From an optimization exercise on the open Yosys and OpenROAD flow, aimed at small area, a short achievable clock period and few clock cycles per item; shortcuts taken in it are not production practice.

== v29 ==
Design dsp_block_mapping, start of the top module:
module dsp_block_mapping #(
    parameter NUM_BANKS         = 8,
    parameter CACHE_LINES       = 16,
    parameter BLOCK_SIZE_BYTES  = 64,
    parameter ADDR_WIDTH        = 32,
    parameter BLOCK_ID_WIDTH    = 16
)(
    input  logic                         clk,
    input  logic                         rst_n,
    input  logic [1:0]                   map_mode,
    input  logic [47:0]                  sys_config,
    input  logic                         map_req_valid,
    input  logic [BLOCK_ID_WIDTH-1:0]    block_id,
    input  logic [ADDR_WIDTH-1:0]        base_addr,
    output logic                         map_ready,
    output logic [64:0]                  mapping_result,
    output logic                         map_result_valid,
    input  logic                         map_result_ready,
    output logic [31:0]                  bank_conflict_count,
    output logic [31:0]                  cache_miss_count
);
Size in the first run: ~1,600 cells after synthesis, roughly 180 flip-flops, about 230 I/O pins, about 17,000 sq um of cells after synthesis.
==> flow/config.mk <==
export PLATFORM = sky130hd
export DESIGN_NAME = dsp_block_mapping
export DESIGN_NICKNAME = dsp_block_mapping
export VERILOG_FILES = /design/flow/design.v
export SDC_FILE = /design/flow/constraint.sdc
export NUM_CORES = 4
export LEC_CHECK = 0
export CAP_MARGIN = 20
export CORE_MARGIN = 2
export CORE_UTILIZATION = 65
export SLEW_MARGIN = 20
==> flow/constraint.sdc <==
create_clock -name core_clock -period 55.0 [get_ports {clk}]
set_input_delay 11.0000 -clock core_clock [delete_from_list [all_inputs] [get_ports {clk}]]
set_output_delay 11.0000 -clock core_clock [all_outputs]
set_load 0.01 [all_outputs]
standard.sh (not shown) runs the stock make flow with config.mk's settings and CLKGATE_MAP_FILE= SYNTH_SCRIPT=/design/flow/synth_recipe.tcl, a recipe that flattens the netlist after the stock synthesis.
==> flow/flow/run.sh <==
#!/bin/bash
# Own layout flow: the standard ORFS flow with three changes:
#  - synthesis runs without the generic ABC pass inside Yosys's synth command
#    (SYNTH_ARGS=-noabc), so full adders are extracted from the design's own
#    XOR/majority structure; the registers are the standard synthesis's;
#  - timing repair aims for extra setup slack at the design's clock period;
#  - the ports get plain buffers.
# Each tool's output goes to a log in this folder (ORFS's per-step logs stay
# under orfs/logs).
set -euo pipefail
export SYNTH_ARGS=-noabc
export SETUP_SLACK_MARGIN=40
export BUFFER_PORTS_ARGS="-buffer_cell sky130_fd_sc_hd__buf_2"
bash standard.sh > standard_flow.log 2>&1
diff inputs: v29 => v4
--- a/flow/design.v
+++ b/flow/design.v
@@ -14,19 +14,19 @@
     input  logic [BLOCK_ID_WIDTH-1:0]    block_id,
     input  logic [ADDR_WIDTH-1:0]        base_addr,
     output logic                         map_ready,
     output logic [64:0]                  mapping_result,
     output logic                         map_result_valid,
     input  logic                         map_result_ready,
     output logic [31:0]                  bank_conflict_count,
     output logic [31:0]                  cache_miss_count
 );
-    localparam int DIV_ROWS = 3;                              
+    localparam int DIV_ROWS = 2;                              
     localparam int NGRP     = (16 + DIV_ROWS - 1) / DIV_ROWS;     
     localparam int GW       = (NGRP <= 2) ? 1 : (NGRP <= 4) ? 2 : (NGRP <= 8) ? 3 : 4;
     logic [15:0] bs;
     logic [2:0]  bank_mask;
     logic        blocked;
     assign bs        = sys_config[31:16];
     assign bank_mask = {sys_config[43], sys_config[43] | sys_config[42],
                         sys_config[43] | sys_config[42] | sys_config[41]};
     assign blocked   = (map_mode == 2'b01);
@@ -582,47 +582,43 @@
         end
         bs_pow2 = bs_onehot_any[15] & ~bs_onehot_many[15];
         q_pow2 = '0;
         for (int s = 0; s < 16; s++) begin
             if (bs[s]) q_pow2 = q_pow2 | 3'((block_id >> s) & 16'd7);
         end
     end
     assign q_small_ok = {1'b0, block_id[15:1]} < bs;    
     assign q_small    = block_id >= bs;
-    assign fast_ok    = bs_pow2;
-    assign fast_q     = q_pow2;
+    assign fast_ok    = bs_pow2 | q_small_ok;
+    assign fast_q     = bs_pow2 ? q_pow2 : {2'b00, q_small};
     logic [GW-1:0] g0;
     logic [15:0]   r_init;
+    localparam logic [NGRP-1:0] START_GROUPS = 8'b1011_0011;
     always_comb begin
-        g0     = '0;
-        r_init = block_id >> DIV_ROWS;
-        for (int g = 1; g < NGRP; g++) begin
-            if ((bs >> (16 - DIV_ROWS*g)) == 16'd0) begin
+        g0     = GW'(NGRP - 1);
+        r_init = '0;
+        for (int g = NGRP - 2; g >= 0; g--) begin
+            if (START_GROUPS[g] && (bs >> (16 - DIV_ROWS*g - DIV_ROWS)) != 16'd0) begin
                 g0     = GW'(g);
-                r_init = 16'((32'(block_id)) >> (DIV_ROWS*g + DIV_ROWS));
+                r_init = block_id >> (DIV_ROWS*g + DIV_ROWS);
             end
         end
     end
     function automatic [16:0] sub17(input [16:0] t, input [15:0] b);
-        logic [16:0] x, g, p, gg, pp;
-        x  = {1'b1, ~b};
-        g  = t & x;
-        p  = t ^ x;
-        gg = g;
-        pp = p;
-        gg[0] = g[0] | p[0];    
-        for (int d = 1; d < 17; d = d * 2)
-            for (int i = 0; i < 17; i++)
-                if ((i / d) % 2 == 1) begin
-                    gg[i] = gg[i] | (pp[i] & gg[(i / d) * d - 1]);
-                    pp[i] = pp[i] & pp[(i / d) * d - 1];
-                end
-        sub17 = {gg[16], p[15:0] ^ {gg[14:0], 1'b1}};
+        logic [16:0] x, d;
+        logic [17:0] c;
+        x    = {1'b1, ~b};
+        c[0] = 1'b1;
+        for (int i = 0; i < 17; i++) begin
+            d[i]   = t[i] ^ x[i] ^ c[i];
+            c[i+1] = (t[i] & x[i]) | (t[i] & c[i]) | (x[i] & c[i]);
+        end
+        sub17 = {c[17], d[15:0]};
     endfunction
     logic [15:0]   r_q;
     logic [GW-1:0] g_q;
     logic [15:0]   bs_q;
     logic [15:0]   r_row [0:DIV_ROWS];
     logic [DIV_ROWS-1:0] id_bits;
     logic [DIV_ROWS-1:0] q_bits;
     logic [2:0]          q_low;     
     generate
==> run summary <==
- In v4 relative to v29, number of inserted filler cells in the final layout had gone down by a few percent.
- Compare v29 and v4 | post-CTS setup repair buffer count lower: v4
- v29 has a higher detailed-routed wire length on met2 than v4.
- When v4 is set beside v29, its post-layout minimum cycle time turns out to be 0.050 ns smaller.
- Against v29 as the reference, v4 delivers a higher smallest setup slack after layout.
- Non-clock buffer count was higher in v29 than in v4.
- v4 | stages: all done | timing, DRC, antenna: all pass
- NOTE gate count of the mapped netlist v29->v4 decreased by a little under 10%
- Per the comparison of v4 with v29, ratio of routed vias to standard cells lower; final cycle utilization of the critical path held steady.
- v4 ended up with sky130_fd_sc_hd__dfxtp_1 as its cell at the slowest stage of the critical path; v29 ended up with sky130_fd_sc_hd__dfxtp_2.
No functional check of the RTL was part of any run of this note.

========
## main
dsp_block_mapping, a different RTL version from the one above (not shown whole).
Size in the first run: roughly 180 flip-flops, about 19000 µm² of cells after synthesis.
==> module dsp_block_mapping, before the edit <==
module dsp_block_mapping #(
    parameter NUM_BANKS         = 8,
    parameter CACHE_LINES       = 16,
    parameter BLOCK_SIZE_BYTES  = 64,
    parameter ADDR_WIDTH        = 32,
    parameter BLOCK_ID_WIDTH    = 16
)(
    input  logic                         clk,
    input  logic                         rst_n,
    input  logic [1:0]                   map_mode,
    input  logic [47:0]                  sys_config,
    input  logic                         map_req_valid,
    input  logic [BLOCK_ID_WIDTH-1:0]    block_id,
    input  logic [ADDR_WIDTH-1:0]        base_addr,
    output logic                         map_ready,
    output logic [64:0]                  mapping_result,
    output logic                         map_result_valid,
    input  logic                         map_result_ready,
    output logic [31:0]                  bank_conflict_count,
    output logic [31:0]                  cache_miss_count
);
    localparam int DIV_ROWS = 4;               
    localparam int NGRP     = 16 / DIV_ROWS;   
    localparam int GW       = $clog2(NGRP);
    logic [15:0] bs;
    logic [2:0]  bank_mask;
    logic        blocked;
    assign bs        = sys_config[31:16];
    assign bank_mask = {sys_config[43], sys_config[43] | sys_config[42],
                        sys_config[43] | sys_config[42] | sys_config[41]};
    assign blocked   = (map_mode == 2'b01);
    logic vld_q, busy_q;
    logic req_hs, res_hs;
    assign map_ready = ~(vld_q | busy_q);
    assign req_hs    = map_req_valid & map_ready;
    assign res_hs    = vld_q & map_result_ready;
    logic [31:0] l0 [0:16];
    logic [31:0] l1 [0:11];
    logic [31:0] l2 [0:7];
    logic [31:0] l3 [0:5];
    logic [31:0] l4 [0:3];
    logic [31:0] l5 [0:2];
    logic [31:0] l6 [0:1];
    always_comb begin
        for (int i = 0; i < 16; i++) l0[i] = bs[i] ? ({16'd0, block_id} << i) : 32'd0;
        l0[16] = base_addr;
        for (int i = 0; i < 5; i++) begin l1[2*i] = l0[3*i] ^ l0[3*i+1] ^ l0[3*i+2]; l1[2*i+1] = ((l0[3*i] & l0[3*i+1]) | (l0[3*i] & l0[3*i+2]) | (l0[3*i+1] & l0[3*i+2])) << 1; end
        l1[10] = l0[15]; l1[11] = l0[16];
        for (int i = 0; i < 4; i++) begin l2[2*i] = l1[3*i] ^ l1[3*i+1] ^ l1[3*i+2]; l2[2*i+1] = ((l1[3*i] & l1[3*i+1]) | (l1[3*i] & l1[3*i+2]) | (l1[3*i+1] & l1[3*i+2])) << 1; end
        for (int i = 0; i < 2; i++) begin l3[2*i] = l2[3*i] ^ l2[3*i+1] ^ l2[3*i+2]; l3[2*i+1] = ((l2[3*i] & l2[3*i+1]) | (l2[3*i] & l2[3*i+2]) | (l2[3*i+1] & l2[3*i+2])) << 1; end
        l3[4] = l2[6]; l3[5] = l2[7];
        for (int i = 0; i < 2; i++) begin l4[2*i] = l3[3*i] ^ l3[3*i+1] ^ l3[3*i+2]; l4[2*i+1] = ((l3[3*i] & l3[3*i+1]) | (l3[3*i] & l3[3*i+2]) | (l3[3*i+1] & l3[3*i+2])) << 1; end
        l5[0] = l4[0] ^ l4[1] ^ l4[2]; l5[0+1] = ((l4[0] & l4[1]) | (l4[0] & l4[2]) | (l4[1] & l4[2])) << 1; l5[2] = l4[3];
        l6[0] = l5[0] ^ l5[1] ^ l5[2]; l6[0+1] = ((l5[0] & l5[1]) | (l5[0] & l5[2]) | (l5[1] & l5[2])) << 1;
    end
    logic [2:0] prod_lo;
    logic [3:0] line_d;
    assign prod_lo = block_id[2:0] * bs[2:0];
    assign line_d  = base_addr[3:0] + {prod_lo, 1'b0};
    logic [31:0] sum_q;
    logic [30:0] car_q;
    logic [15:0] id_q;
    logic [3:0]  line_q;
    logic [2:0]  bank_q;
    logic [GW-1:0] g0;
    logic [15:0]   r_init;
    always_comb begin
        g0     = '0;
        r_init = block_id >> DIV_ROWS;
        for (int g = 1; g < NGRP; g++) begin
            if ((bs >> (16 - DIV_ROWS*g)) == 16'd0) begin
                g0     = GW'(g);
                r_init = block_id >> (DIV_ROWS*g + DIV_ROWS);
            end
        end
    end
    logic [15:0]   r_q;
    logic [GW-1:0] g_q;
    logic [15:0]   bs_q;
    logic [15:0]   r_row [0:DIV_ROWS];
    logic [DIV_ROWS-1:0] id_bits;
    logic [DIV_ROWS-1:0] q_bits;
    assign id_bits = id_q[DIV_ROWS*g_q +: DIV_ROWS];
    assign r_row[0] = r_q;
    genvar k;
    generate
        for (k = 0; k < DIV_ROWS; k++) begin : g_row
            logic [16:0] t, d;
            assign t = {r_row[k], id_bits[DIV_ROWS-1-k]};
            assign d = t - {1'b0, bs_q};
            assign q_bits[DIV_ROWS-1-k] = ~d[16];
            assign r_row[k+1] = d[16] ? t[15:0] : d[15:0];
        end
    endgenerate
    always_ff @(posedge clk or negedge rst_n) begin
        if (!rst_n) begin
            vld_q  <= 1'b0;
            busy_q <= 1'b0;
        end else begin
            if (req_hs) begin
                busy_q <= blocked;
                vld_q  <= ~blocked;
            end else if (busy_q) begin
                if (g_q == '0) begin
                    busy_q <= 1'b0;
                    vld_q  <= 1'b1;
                end
            end else if (res_hs) begin
                vld_q  <= 1'b0;
            end
        end
    end
    always_ff @(posedge clk) begin
        sum_q  <= l6[0];
        car_q  <= l6[1][31:1];
        id_q   <= block_id;
        line_q <= line_d;
        bs_q   <= bs;
        r_q    <= busy_q ? r_row[DIV_ROWS] : r_init;
        g_q    <= busy_q ? g_q - GW'(1) : g0;
        if (!blocked)
            bank_q <= block_id[2:0] & bank_mask;
        else if (busy_q && g_q == '0)
            bank_q <= q_bits[2:0] & bank_mask;
    end
    logic [31:0] addr;
    assign addr = sum_q + {car_q, 1'b0};
    assign mapping_result   = {id_q, 5'd0, bank_q, 4'd0, line_q, addr, vld_q};
    assign map_result_valid = vld_q;
    logic [2:0]  last_bank_q;
    logic        have_last_q;
    logic [15:0] seen_q;
    logic [4:0]  miss_q;
    logic [31:0] conf_q;
    always_ff @(posedge clk or negedge rst_n) begin
        if (!rst_n) begin
            last_bank_q <= '0;
            have_last_q <= 1'b0;
            seen_q      <= '0;
            miss_q      <= '0;
            conf_q      <= '0;
        end else if (res_hs) begin
            last_bank_q <= bank_q;
            have_last_q <= 1'b1;
            if (have_last_q && last_bank_q == bank_q)
                conf_q <= conf_q + 32'd1;
            if (!seen_q[line_q])
                miss_q <= miss_q + 5'd1;
            seen_q[line_q] <= 1'b1;
        end
    end
    assign bank_conflict_count = conf_q;
    assign cache_miss_count    = {27'd0, miss_q};
endmodule
clock: 55.0 ns
lec_check: 0
cap_margin: 20
core_margin: 2
core_utilization: 40
slew_margin: 20
==> flow/flow/run.sh <==
#!/bin/bash
# Own layout flow: the standard ORFS flow (standard synthesis unchanged),
# with timing repair asked for extra setup slack at the design's clock period
# and plain buffers on the ports. Each tool's output goes to a log in this folder.
set -euo pipefail
export SETUP_SLACK_MARGIN=40
export BUFFER_PORTS_ARGS="-buffer_cell sky130_fd_sc_hd__buf_2"
bash standard.sh > standard_flow.log 2>&1
> inputs changed (main -> the feature branch)
--- a/flow/design.v
+++ b/flow/design.v
@@ -62,8 +62,31 @@
     logic [30:0] car_q;
     logic [15:0] id_q;
     logic [3:0]  line_q;
     logic [2:0]  bank_q;
+    logic [15:0] bs_onehot_any, bs_onehot_many;
+    logic        bs_pow2;
+    logic [2:0]  q_pow2;
+    logic        q_small_ok, q_small;
+    logic        fast_ok;
+    logic [2:0]  fast_q;
+    always_comb begin
+        bs_onehot_any[0]  = bs[0];
+        bs_onehot_many[0] = 1'b0;
+        for (int i = 1; i < 16; i++) begin
+            bs_onehot_many[i] = bs_onehot_many[i-1] | (bs_onehot_any[i-1] & bs[i]);
+            bs_onehot_any[i]  = bs_onehot_any[i-1] | bs[i];
+        end
+        bs_pow2 = bs_onehot_any[15] & ~bs_onehot_many[15];
+        q_pow2 = '0;
+        for (int s = 0; s < 16; s++) begin
+            if (bs[s]) q_pow2 = q_pow2 | 3'((block_id >> s) & 16'd7);
+        end
+    end
+    assign q_small_ok = {1'b0, block_id[15:1]} < bs;    
+    assign q_small    = block_id >= bs;
+    assign fast_ok    = bs_pow2 | q_small_ok;
+    assign fast_q     = bs_pow2 ? q_pow2 : {2'b00, q_small};
     logic [GW-1:0] g0;
     logic [15:0]   r_init;
     always_comb begin
         g0     = '0;
@@ -98,10 +121,10 @@
             vld_q  <= 1'b0;
             busy_q <= 1'b0;
         end else begin
             if (req_hs) begin
-                busy_q <= blocked;
-                vld_q  <= ~blocked;
+                busy_q <= blocked & ~fast_ok;
+                vld_q  <= ~blocked | fast_ok;
             end else if (busy_q) begin
                 if (g_q == '0) begin
                     busy_q <= 1'b0;
                     vld_q  <= 1'b1;
@@ -120,8 +143,10 @@
         r_q    <= busy_q ? r_row[DIV_ROWS] : r_init;
         g_q    <= busy_q ? g_q - GW'(1) : g0;
         if (!blocked)
             bank_q <= block_id[2:0] & bank_mask;
+        else if (!busy_q && fast_ok)
+            bank_q <= fast_q & bank_mask;
         else if (busy_q && g_q == '0)
             bank_q <= q_bits[2:0] & bank_mask;
     end
     logic [31:0] addr;
## What came out
- The feature branch went all the way through the flow, and no timing, DRC or antenna check failed.
- Comparing count of buffer and inverter cells on the critical path for main and the feature branch, the bigger number came from the feature branch.
- Between the feature branch and main, it is the feature branch whose sequential share of layout area is lower, by 1.1 points.
- Looking at routed wire length across both flows, the feature branch is the weaker of the two, with main ahead.
- Wire length of the first global-routing pass delta (the feature branch − main): unfavourable
- The feature branch against main: fraction of the core area covered by cells at the end of the flow went down by 0.40 points; antenna cell count went up.
- Compared with main, the feature branch degrades placeable core region.
Function was not checked in any run of this note: the RTL went through the layout flow alone.

static timing again, ports no longer ideal:
No port has a modelled driver above. Below, the same layouts with a new extraction and two added sets of constraints. Step 1, drivers: a clkbuf_16 drives clk and a buf_2 each remaining input, both assumed. Step 2 also shifts input and output timing later by t, the mid clock arrival at the registers, as if the neighbouring blocks saw the same clock. Three values: no drivers, after step 1, after step 2; two values: the first two.
run	shift t [ns]	setup WS [ns]	worst hold slack (ns)	worst data-port slew with drivers (ns)
v29	0.492	40.167 / 40.117 / 40.159	0.465 / 0.465 / 0.465	0.06
v4	0.490	40.217 / 40.168 / 40.208	0.472 / 0.472 / 0.472	0.05
main	0.499	40.138 / 40.085 / 39.938	0.456 / 0.456 / 0.456	0.06
the feature branch	0.544	40.083 / 40.028 / 39.837	0.455 / 0.455 / 0.455	0.08
After both steps every run listed still meets setup and hold. The setup slack of the feature branch, which loses most, moves by -0.055 ns with the drivers and by -0.246 ns with both steps.
